What follows belongs to an exercise in optimizing a design on an open flow for small area; a production flow would make more cautious choices.
RTL that was checked went through simulation tests only; none was proved equivalent to the original.

==> inputs of run X <==
==> flow/design.v (excerpt) <==
module pid(
    input               reset_n,             
    input               clock,               
    input       [11:0]  target_angle,
    input       [11:0]  current_angle,
    input               pwm_enable,
    input               pwm_done,
    input               i2c_rd_done,
    input               angle_update,
    input               abort_angle,
    input               enable_stall_chk,
    output              stalled,
    input       [7:0]   kp,
    input       [3:0]   ki,
    input       [3:0]   kd,
    output      [15:0]  debug_signals,
    output reg          angle_done,
    output reg          pwm_update,
    output reg  [7:0]   pwm_ratio,
    output reg          pwm_direction
);
localparam          IDLE    = 2'b00;
localparam          ACCEL   = 2'b01;
localparam          CRUISE  = 2'b10;
localparam          DECEL   = 2'b11;
reg     [1:0]       state;
reg     [5:0]       curr_step;
reg                 rd_done, i2c_rd_done_ff;
reg     [11:0]      delta_angle;         
reg     [2:0]       seq;                 
reg     [12:0]      e;
reg                 ez;
wire    [11:0]      diff = e[11:0];
wire    [3:0]       kdz  = kd & {4{~ez}};
assign stalled = 1'b0;
assign debug_signals = {7'b0, curr_step, pwm_direction, state};
wire    [11:0]      diff_in;
wire    [12:0]      e_new;
wire    [11:0]      orp;
assign orp[0] = 1'b0;
genvar gi;
generate for (gi = 1; gi < 12; gi = gi + 1) begin : g_orp
    assign orp[gi] = orp[gi-1] | diff[gi-1];
end endgenerate
wire                dmin_dir = ~diff[11] | ~orp[11];
wire    [11:0]      dmin     = diff ^ (orp & {12{~dmin_dir}});
wire                c = (|kdz) & ~e[12];
wire    [3:0]       kv = c ? kdz - 4'd1 : kdz;
wire    [23:13]     x;
    wire ds413;
    wire dc414;
  ...
export LEC_CHECK = 0
export CAP_MARGIN = 20
export CORE_MARGIN = 2
export CORE_UTILIZATION = 40
export CTS_BUF_LIST = sky130_fd_sc_hd__clkbuf_8
export SLEW_MARGIN = 20
export SYNTH_HIERARCHICAL = 1
create_clock -name core_clock -period 12.0 [get_ports {clock}]
standard.sh (not shown) runs the stock make flow with config.mk's settings and CLKGATE_MAP_FILE= SYNTH_SCRIPT=/design/flow/synth_recipe.tcl, a recipe that flattens the netlist after the stock synthesis.
==> flow/flow/run.sh <==
#!/bin/bash
set -euo pipefail
bash standard.sh BUFFER_PORTS_ARGS="-buffer_cell sky130_fd_sc_hd__buf_1" finish > flow_make.log 2>&1
==> inputs of run R, as changes to run X <==
- CORE_UTILIZATION: 40 -> 60
==> inputs of run C, as changes to run X <==
- CORE_UTILIZATION: 40 -> 75
==> summary.txt <==
Of run X and run C, run X has the higher cell count (gap about 14%, measured against run C). In synthesized area, run C and run R do not differ. Against run X, the first-iteration DRC count of run R is higher by about 22%. Final area, lowest first: run C, run R, run X. Core utilization: run C is higher than run X (37 points). Non-clock buffer count is the same in run R and run C. The lowest clock skew belongs to run R, the highest to run X. In run C the register-to-register slack is higher than in run X, by 0.18 ns. Synthesized cell count is the same in run R and run C. Between run X and run C, the lower sequential share of layout area is in run X (gap 0.44 points).

==> v4 <==
Another version of the RTL of pid (not shown whole).
==> flow/config.mk <==
export PLATFORM = sky130hd
export DESIGN_NAME = pid
export DESIGN_NICKNAME = pid
export VERILOG_FILES = /design/flow/design.v
export SDC_FILE = /design/flow/constraint.sdc
export NUM_CORES = 4
export LEC_CHECK = 0
export CAP_MARGIN = 20
export CORE_MARGIN = 2
export CORE_UTILIZATION = 40
export CTS_BUF_LIST = sky130_fd_sc_hd__clkbuf_16
export CTS_CLUSTER_DIAMETER = 200
export CTS_CLUSTER_SIZE = 50
export SLEW_MARGIN = 20
export SYNTH_HIERARCHICAL = 1
==> flow/constraint.sdc <==
create_clock -name core_clock -period 12.0 [get_ports {clock}]
set_input_delay 2.4000 -clock core_clock [delete_from_list [all_inputs] [get_ports {clock}]]
set_output_delay 2.4000 -clock core_clock [all_outputs]
set_load 0.01 [all_outputs]
Scripts as last shown in full above: flow/flow/run.sh
==> v24: changes against v4 <==
--- a/flow/design.v
+++ b/flow/design.v
@@ -38,64 +38,64 @@
 reg     [2:0]       seq;                 
 reg     [12:0]      e;
 reg                 ez;
 wire    [11:0]      diff = e[11:0];
 wire    [3:0]       kdz  = kd & {4{~ez}};
 assign stalled = 1'b0;
 assign debug_signals = {7'b0, curr_step, pwm_direction, state};
-wire    [11:0]      diff_in;
+wire    [11:0]      diff_in_n;           
 wire    [12:0]      e_new;
 wire    [11:0]      orp;
 assign orp[0] = 1'b0;
 genvar gi;
 generate for (gi = 1; gi < 12; gi = gi + 1) begin : g_orp
     assign orp[gi] = orp[gi-1] | diff[gi-1];
 end endgenerate
 wire                dmin_dir = ~diff[11] | ~orp[11];
 wire    [11:0]      dmin     = diff ^ (orp & {12{~dmin_dir}});
 wire                c = (|kdz) & ~e[12] & (|e[11:0]);
 wire    [23:13]     x;
     wire ds431;
     wire dc432;
-    assign ds431 = current_angle[0] ^ target_angle[0];
-    assign dc432 = current_angle[0] | ~target_angle[0];
+    assign ds431 = ~current_angle[0] ^ target_angle[0];
+    assign dc432 = ~current_angle[0] & target_angle[0];
     wire ds433;
     wire dc434;
-    pid_fa u_ds433 (.a(current_angle[1]), .b(~target_angle[1]), .c(dc432), .s(ds433), .co(dc434));
+    pid_fa u_ds433 (.a(~current_angle[1]), .b(target_angle[1]), .c(dc432), .s(ds433), .co(dc434));
     wire ds435;
     wire dc436;
-    pid_fa u_ds435 (.a(current_angle[2]), .b(~target_angle[2]), .c(dc434), .s(ds435), .co(dc436));
+    pid_fa u_ds435 (.a(~current_angle[2]), .b(target_angle[2]), .c(dc434), .s(ds435), .co(dc436));
     wire ds437;
     wire dc438;
-    pid_fa u_ds437 (.a(current_angle[3]), .b(~target_angle[3]), .c(dc436), .s(ds437), .co(dc438));
+    pid_fa u_ds437 (.a(~current_angle[3]), .b(target_angle[3]), .c(dc436), .s(ds437), .co(dc438));
     wire ds439;
     wire dc440;
-    pid_fa u_ds439 (.a(current_angle[4]), .b(~target_angle[4]), .c(dc438), .s(ds439), .co(dc440));
+    pid_fa u_ds439 (.a(~current_angle[4]), .b(target_angle[4]), .c(dc438), .s(ds439), .co(dc440));
     wire ds441;
     wire dc442;
-    pid_fa u_ds441 (.a(current_angle[5]), .b(~target_angle[5]), .c(dc440), .s(ds441), .co(dc442));
+    pid_fa u_ds441 (.a(~current_angle[5]), .b(target_angle[5]), .c(dc440), .s(ds441), .co(dc442));
     wire ds443;
     wire dc444;
-    pid_fa u_ds443 (.a(current_angle[6]), .b(~target_angle[6]), .c(dc442), .s(ds443), .co(dc444));
+    pid_fa u_ds443 (.a(~current_angle[6]), .b(target_angle[6]), .c(dc442), .s(ds443), .co(dc444));
     wire ds445;
     wire dc446;
-    pid_fa u_ds445 (.a(current_angle[7]), .b(~target_angle[7]), .c(dc444), .s(ds445), .co(dc446));
+    pid_fa u_ds445 (.a(~current_angle[7]), .b(target_angle[7]), .c(dc444), .s(ds445), .co(dc446));
     wire ds447;
     wire dc448;
-    pid_fa u_ds447 (.a(current_angle[8]), .b(~target_angle[8]), .c(dc446), .s(ds447), .co(dc448));
+    pid_fa u_ds447 (.a(~current_angle[8]), .b(target_angle[8]), .c(dc446), .s(ds447), .co(dc448));
     wire ds449;
     wire dc450;
-    pid_fa u_ds449 (.a(current_angle[9]), .b(~target_angle[9]), .c(dc448), .s(ds449), .co(dc450));
+    pid_fa u_ds449 (.a(~current_angle[9]), .b(target_angle[9]), .c(dc448), .s(ds449), .co(dc450));
     wire ds451;
     wire dc452;
-    pid_fa u_ds451 (.a(current_angle[10]), .b(~target_angle[10]), .c(dc450), .s(ds451), .co(dc452));
+    pid_fa u_ds451 (.a(~current_angle[10]), .b(target_angle[10]), .c(dc450), .s(ds451), .co(dc452));
     wire ds453;
     wire dc454;
-    pid_fa u_ds453 (.a(current_angle[11]), .b(~target_angle[11]), .c(dc452), .s(ds453), .co(dc454));
-    assign diff_in = {ds453, ds451, ds449, ds447, ds445, ds443, ds441, ds439, ds437, ds435, ds433, ds431};
+    pid_fa u_ds453 (.a(~current_angle[11]), .b(target_angle[11]), .c(dc452), .s(ds453), .co(dc454));
+    assign diff_in_n = {ds453, ds451, ds449, ds447, ds445, ds443, ds441, ds439, ds437, ds435, ds433, ds431};
     wire fs455;
     wire fc456;
     assign fs455 = ~dmin[0] ^ delta_angle[0];
     assign fc456 = ~dmin[0] & delta_angle[0];
     wire fs457;
     wire fc458;
     pid_fa u_fs457 (.a(~dmin[1]), .b(delta_angle[1]), .c(fc456), .s(fs457), .co(fc458));
@@ -880,15 +880,15 @@
     else
         sh = 2'd0;
 end
 wire    [9:0]       xs1 = sh[0] ? xx[10:1] : xx[9:0];
 wire    [7:0]       rsel = sh[1] ? xs1[9:2] : xs1[7:0];
 always @(posedge clock) begin
     if(seq == 3'd1)
-        e <= {1'b0, diff_in};
+        e <= {1'b0, ~diff_in_n};
     else if(seq == 3'd6)
         e <= e_new;
 end
 always @(negedge reset_n or posedge clock) begin
     if(~reset_n) begin
         angle_done          <= 1'b0;
         pwm_update          <= 1'b0;
CTS_BUF_LIST = sky130_fd_sc_hd__clkbuf_8   (was sky130_fd_sc_hd__clkbuf_16)
CTS_CLUSTER_DIAMETER = default   (was 200)
CTS_CLUSTER_SIZE = default   (was 50)
==> summary of the runs <==
v4 went through all stages and came out clean. v24 completed without violations. In v4 the synthesized cell count is higher than in v24, by about 1.4%. In v24 the first-iteration DRC count is higher than in v4, by 16%. In via count, v24 and v4 hardly differ. Against v24, the cell count of v4 is larger by about 0.9%.
Function not checked in v24: the RTL went through the layout flow alone.

## static timing again, ports no longer ideal
How much do the figures lean on ideal ports? The routed layouts below were timed once more, with nothing changed but the port constraints. Step 1 (the two cells are an assumption about what drives the block):
set clk [get_ports {clock}]
set_driving_cell -lib_cell sky130_fd_sc_hd__clkbuf_16 $clk
set_driving_cell -lib_cell sky130_fd_sc_hd__buf_2 [delete_from_list [all_inputs] $clk]
Step 2 also shifts input and output timing later by t, the mid clock arrival at the registers, as if the neighbouring blocks saw the same clock. a / b / c = ideal ports / drivers / drivers and shift; a / b = the first two.
run | shift t [ns] | setup slack, ns | worst data-port slew with drivers (ns)
run X | 0.349 | 1.424 / 1.434 / 1.085 | 0.04
run R | 0.326 | 1.637 / 1.623 / 1.297 | 0.06
run C | 0.334 | 1.623 / 1.606 / 1.272 | 0.05
v4 | 0.327 | 1.149 / 1.161 / 0.834 | 0.03
v24 | 0.361 | 1.135 / 1.144 / 0.782 | 0.08
After both steps setup and hold are still met in every run listed. For v24, which loses most, drivers alone change the setup slack by +0.009 ns; drivers and shift together by -0.353 ns.
